Context: an optimization exercise on an open-source flow, tuned for small area and a short achievable clock period. The choices shown serve that exercise and are no tape-out recipe. Where RTL was checked, it was by simulation tests only, not by an equivalence proof against the original. Power is estimated from default activity; no workload was simulated.

==> flow/design.v (excerpt) <==
module yaklasik_carpma(
    input clk,
    input rst,
    input [31:0] sayi1,
    input [31:0] sayi2,
    output [63:0] tahmini_sonuc
    );
For scale: roughly 3300 cells after synthesis, roughly 870 flip-flops, ~130 I/O pins, roughly 0.045 mm^2 of cells after synthesis.
make LEC_CHECK=0 CAP_MARGIN=20 CORE_MARGIN=2 CORE_UTILIZATION=30 SLEW_MARGIN=20 SYNTH_HIERARCHICAL=1 SYNTH_MINIMUM_KEEP_SIZE=0 finish   # period 11.0 ns
run.sh (not shown) runs the stock make flow with config.mk's settings and CLKGATE_MAP_FILE= SYNTH_SCRIPT=/design/flow/synth_recipe.tcl, a recipe that flattens the netlist after the stock synthesis.
The starting point completed without violations.
Then changed:
--- a/flow/config.mk
+++ b/flow/config.mk
@@ -9,3 +9,4 @@
 export CORE_MARGIN = 2
-export CORE_UTILIZATION = 30
+export CORE_UTILIZATION = 65
+export CTS_BUF_LIST = sky130_fd_sc_hd__clkbuf_4 sky130_fd_sc_hd__clkbuf_8
 export SLEW_MARGIN = 20
After rerunning: Setup slack is worse by 0.023 ns. Core utilization came out higher by 38 points. Routed wire length came out lower by a few percent. Final area came out lower by a few percent. Non-clock buffer count came out lower by 1. Register-to-register slack is worse by 0.06 ns. Total power came out higher slightly. Critical path depth came out higher by 6. Synthesized cell count does not change. Via count came out higher by a few percent.
Then changed:
==> flow/flow/run.sh (new file) <==
#!/bin/bash
# The standard layout, with two changes to how it is made:
# - timing repair aims at a tighter slack target (repair_timing -setup_margin),
#   so that it also works on paths that already meet the clock period;
# - the port buffers are plain buf_1 cells (repair resizes them as needed).
set -euo pipefail
export SETUP_SLACK_MARGIN=7.5
export BUFFER_PORTS_ARGS="-buffer_cell sky130_fd_sc_hd__buf_1"
bash standard.sh > standard_run.log 2>&1
==> flow/standard.sh (new file) <==
#!/bin/bash
# synth_recipe.tcl (not shown) runs the flow's synth.tcl, then flattens the netlist and writes it again
# the make line also repeats each setting of config.mk as NAME=value (left out here)
make -C /OpenROAD-flow-scripts/flow DESIGN_CONFIG=/design/flow/config.mk WORK_HOME=/design/flow/orfs CLKGATE_MAP_FILE= SYNTH_SCRIPT=/design/flow/synth_recipe.tcl "${@:-finish}"
--- a/flow/config.mk
+++ b/flow/config.mk
@@ -9,4 +9,5 @@
 export CORE_MARGIN = 2
-export CORE_UTILIZATION = 65
-export CTS_BUF_LIST = sky130_fd_sc_hd__clkbuf_4 sky130_fd_sc_hd__clkbuf_8
+export CORE_UTILIZATION = 30
+export CTS_CLUSTER_DIAMETER = 120
+export CTS_CLUSTER_SIZE = 22
 export SLEW_MARGIN = 20
removed: flow/run.sh
Worst setup slack gains 0.52 ns. Hold slack gains 0.039 ns. Cell count goes up by 21%. Critical path depth goes up by 1. Via count goes down by 4.0%.
Then changed:
==> flow/flow/run.sh (replaced) <==
#!/bin/bash
# The standard layout, with timing repair aimed at a tighter slack target
# (repair_timing -setup_margin) so that it also works on paths that already
# meet the clock period.  Everything else is the standard flow.
set -euo pipefail
export SETUP_SLACK_MARGIN=7.5
bash standard.sh > standard_run.log 2>&1
--- a/flow/config.mk
+++ b/flow/config.mk
@@ -10,4 +10,2 @@
 export CORE_UTILIZATION = 30
-export CTS_CLUSTER_DIAMETER = 120
-export CTS_CLUSTER_SIZE = 22
 export SLEW_MARGIN = 20
What happened: The new run finished with timing, DRC and antenna clean; register-to-register slack is worse by 0.02 ns; count of clock-buffer cells in the layout went up by 45; total power goes up by a little under a tenth; global-route usage came out higher by 0.42 points; routed wire length came out higher by a few percent; sequential power hardly moves; clock skew decreases by 0.019 ns; hold slack loses 0.018 ns; final area climbs by a few percent; sequential share of layout area shrinks by 2.1 points; synthesized area is unchanged.

* * *

Another version of the RTL of yaklasik_carpma (not shown whole).
For scale: about 3200 cells after synthesis, about 130 I/O pins.
export LEC_CHECK = 0
export CAP_MARGIN = 20
export CORE_MARGIN = 2
export CORE_UTILIZATION = 50
export CTS_CLUSTER_DIAMETER = 120
export CTS_CLUSTER_SIZE = 22
export SLEW_MARGIN = 20
export SYNTH_HIERARCHICAL = 1
export SYNTH_MINIMUM_KEEP_SIZE = 0
create_clock -name core_clock -period 11.0 [get_ports {clk}]
Stock flow here: none of the scripts above is used.
Change:
==> flow/flow/run.sh (new file) <==
#!/bin/bash
# The standard layout, with two changes to how it is made:
# - timing repair aims at a tighter slack target (repair_timing -setup_margin),
#   so that it also works on paths that already meet the clock period;
# - the port buffers are plain buf_1 cells (repair resizes them as needed).
set -euo pipefail
export SETUP_SLACK_MARGIN=7.5
export BUFFER_PORTS_ARGS="-buffer_cell sky130_fd_sc_hd__buf_1"
bash standard.sh > standard_run.log 2>&1
==> flow/standard.sh (new file) <==
#!/bin/bash
# synth_recipe.tcl (not shown) runs the flow's synth.tcl, then flattens the netlist and writes it again
# the make line also repeats each setting of config.mk as NAME=value (left out here)
make -C /OpenROAD-flow-scripts/flow DESIGN_CONFIG=/design/flow/config.mk WORK_HOME=/design/flow/orfs CLKGATE_MAP_FILE= SYNTH_SCRIPT=/design/flow/synth_recipe.tcl "${@:-finish}"
removed: flow/run.sh
Setup slack improved by 0.52 ns.
First-iteration DRC count grows by a little under a tenth.
Via count grows by a few percent.
Sequential power shrinks slightly.
Final area grows by a few percent.
Power grows by a few percent.

* * *

Another version of the RTL of yaklasik_carpma (not shown whole).
For scale: roughly 130 I/O pins, roughly 0.043 sq mm of cells after synthesis.
export LEC_CHECK = 0
export CAP_MARGIN = 20
export CORE_MARGIN = 2
export CORE_UTILIZATION = 50
export CTS_CLUSTER_DIAMETER = 120
export CTS_CLUSTER_SIZE = 22
export SLEW_MARGIN = 20
export SYNTH_HIERARCHICAL = 1
export SYNTH_MINIMUM_KEEP_SIZE = 0
create_clock -name core_clock -period 11.0 [get_ports {clk}]
standard.sh (not shown) runs the stock make flow with config.mk's settings and CLKGATE_MAP_FILE= SYNTH_SCRIPT=/design/flow/synth_recipe.tcl, a recipe that flattens the netlist after the stock synthesis.
==> flow/flow/run.sh <==
#!/bin/bash
# The standard layout, with two changes to how it is made:
# - timing repair aims at a tighter slack target (repair_timing -setup_margin),
#   so that it also works on paths that already meet the clock period;
# - the port buffers are plain buf_1 cells (repair resizes them as needed).
set -euo pipefail
export SETUP_SLACK_MARGIN=7.4
export BUFFER_PORTS_ARGS="-buffer_cell sky130_fd_sc_hd__buf_1"
bash standard.sh > standard_run.log 2>&1
The starting point produced a clean layout.
Then changed:
--- a/flow/flow/run.sh
+++ b/flow/flow/run.sh
@@ -5,5 +5,5 @@
 # - the port buffers are plain buf_1 cells (repair resizes them as needed).
 set -euo pipefail
-export SETUP_SLACK_MARGIN=7.4
+export SETUP_SLACK_MARGIN=7.5
 export BUFFER_PORTS_ARGS="-buffer_cell sky130_fd_sc_hd__buf_1"
 bash standard.sh > standard_run.log 2>&1
--- a/flow/config.mk
+++ b/flow/config.mk
@@ -8,7 +8,7 @@
 export CAP_MARGIN = 20
 export CORE_MARGIN = 2
-export CORE_UTILIZATION = 50
+export CORE_UTILIZATION = 30
 export CTS_CLUSTER_DIAMETER = 120
-export CTS_CLUSTER_SIZE = 22
+export CTS_CLUSTER_SIZE = 26
 export SLEW_MARGIN = 20
 export SYNTH_HIERARCHICAL = 1
Effect:
- The new run completed with no timing, DRC or antenna violations
- non-clock buffer count rises by 41
- maximum frequency grows slightly
- die area rose by well over a third
- design area goes up by a few percent
- wire length goes up by a few percent
- final cell count came out higher by about a fifth
- hold slack improved by 0.0052 ns
- worst setup slack improves by 0.037 ns
- critical path depth is unchanged
- area after synthesis does not change
- core utilization shrinks by 21 points
Then changed:
--- a/flow/flow/run.sh
+++ b/flow/flow/run.sh
@@ -5,5 +5,5 @@
 # - the port buffers are plain buf_1 cells (repair resizes them as needed).
 set -euo pipefail
-export SETUP_SLACK_MARGIN=7.5
+export SETUP_SLACK_MARGIN=8.0
 export BUFFER_PORTS_ARGS="-buffer_cell sky130_fd_sc_hd__buf_1"
 bash standard.sh > standard_run.log 2>&1
--- a/flow/config.mk
+++ b/flow/config.mk
@@ -10,5 +10,5 @@
 export CORE_UTILIZATION = 30
 export CTS_CLUSTER_DIAMETER = 120
-export CTS_CLUSTER_SIZE = 26
+export CTS_CLUSTER_SIZE = 22
 export SLEW_MARGIN = 20
 export SYNTH_HIERARCHICAL = 1
Result:
- The changed run went through all stages and came out clean
- routed wire length went up by a few percent
- critical path depth is unchanged
- hold slack is worse by 0.018 ns
- final area came out higher by a little under a tenth
- clock skew rises by 0.031 ns
- clock-buffer cell count is higher by 13
- setup slack gains 0.061 ns
- total power rose by roughly a tenth
Then changed:
--- a/flow/flow/run.sh
+++ b/flow/flow/run.sh
@@ -5,5 +5,5 @@
 # - the port buffers are plain buf_1 cells (repair resizes them as needed).
 set -euo pipefail
-export SETUP_SLACK_MARGIN=8.0
+export SETUP_SLACK_MARGIN=7.5
 export BUFFER_PORTS_ARGS="-buffer_cell sky130_fd_sc_hd__buf_1"
 bash standard.sh > standard_run.log 2>&1
--- a/flow/config.mk
+++ b/flow/config.mk
@@ -8,5 +8,5 @@
 export CAP_MARGIN = 20
 export CORE_MARGIN = 2
-export CORE_UTILIZATION = 30
+export CORE_UTILIZATION = 50
 export CTS_CLUSTER_DIAMETER = 120
 export CTS_CLUSTER_SIZE = 22
Wire length goes down by 6.9%.
Die area goes down by 40%.
Synthesized cell count stays the same.
Hold slack is better by 0.0087 ns.
Sequential power stays flat.
Cell count goes down by 17%.
Total power goes down by 8.5%.
Count of clock-buffer cells in the layout goes down by 1.
Non-clock buffer count goes down by 124.
Combinational power goes down by about 10%.
Sequential share of layout area goes up by 4.4 points.
Then changed:
--- a/flow/config.mk
+++ b/flow/config.mk
@@ -8,5 +8,5 @@
 export CAP_MARGIN = 20
 export CORE_MARGIN = 2
-export CORE_UTILIZATION = 50
+export CORE_UTILIZATION = 30
 export CTS_CLUSTER_DIAMETER = 120
 export CTS_CLUSTER_SIZE = 22
Result: Register-to-register slack is worse by 0.02 ns. Clock-buffer cell count is unchanged. Global-route usage went down by 11 points. Routed wire length came out higher by 1.6%. Setup slack gets worse by 0.024 ns.
Function was not checked in any run of this note: the RTL went through the layout flow alone.

[port drivers added, routing unchanged]
The flow's constraints put no driver on any port. The routed layouts listed below were extracted and timed again, unchanged, in two steps. Step 1: set_driving_cell puts a clkbuf_16 on clk and a buf_2 on each other input, an assumption about the parent block. Step 2 adds t to the input delays and takes it off the output delays; t is the mean of the earliest and latest rising clock arrival at the registers after step 1. Input paths then give back, and output paths get back, about the clock's delay inside the block. Slacks: ideal / step 1 / step 2; pairs: ideal / step 1.
| run | t, ns | setup WS [ns] | worst hold slack (ns) | latest minus earliest clock arrival (ns) |
|---|---|---|---|---|
| the first run of note 1 | 0.766 | 7.052 / 6.980 / 7.015 | 0.355 / 0.355 / 0.355 | 0.045 / 0.045 |
| the second run of note 1 | 0.847 | 7.029 / 7.025 / 6.583 | 0.322 / 0.322 / 0.322 | 0.048 / 0.048 |
| the third run of note 1 | 0.729 | 7.546 / 7.546 / 6.943 | 0.361 / 0.361 / 0.361 | 0.060 / 0.060 |
| the fourth run of note 1 | 0.771 | 7.521 / 7.484 / 6.981 | 0.343 / 0.343 / 0.343 | 0.042 / 0.042 |
| the first run of note 2 | 0.695 | 6.912 / 6.912 / 6.287 | 0.421 / 0.421 / 0.421 | 0.021 / 0.021 |
| the second run of note 2 | 0.699 | 7.429 / 7.429 / 6.864 | 0.416 / 0.416 / 0.416 | 0.031 / 0.031 |
| the first run of note 3 | 0.691 | 7.419 / 7.423 / 6.775 | 0.432 / 0.432 / 0.432 | 0.020 / 0.020 |
| the second run of note 3 | 0.706 | 7.456 / 7.450 / 6.817 | 0.437 / 0.437 / 0.437 | 0.047 / 0.048 |
| the third run of note 3 | 0.741 | 7.517 / 7.498 / 7.083 | 0.419 / 0.419 / 0.419 | 0.079 / 0.078 |
| the fourth run of note 3 | 0.691 | 7.486 / 7.486 / 6.853 | 0.428 / 0.428 / 0.428 | 0.034 / 0.034 |
| the fifth run of note 3 | 0.709 | 7.463 / 7.461 / 6.828 | 0.444 / 0.444 / 0.444 | 0.067 / 0.067 |
After both steps every run listed still meets setup and hold. The setup slack of the first run of note 3, which loses most, moves by +0.004 ns with the drivers and by -0.644 ns with both steps.
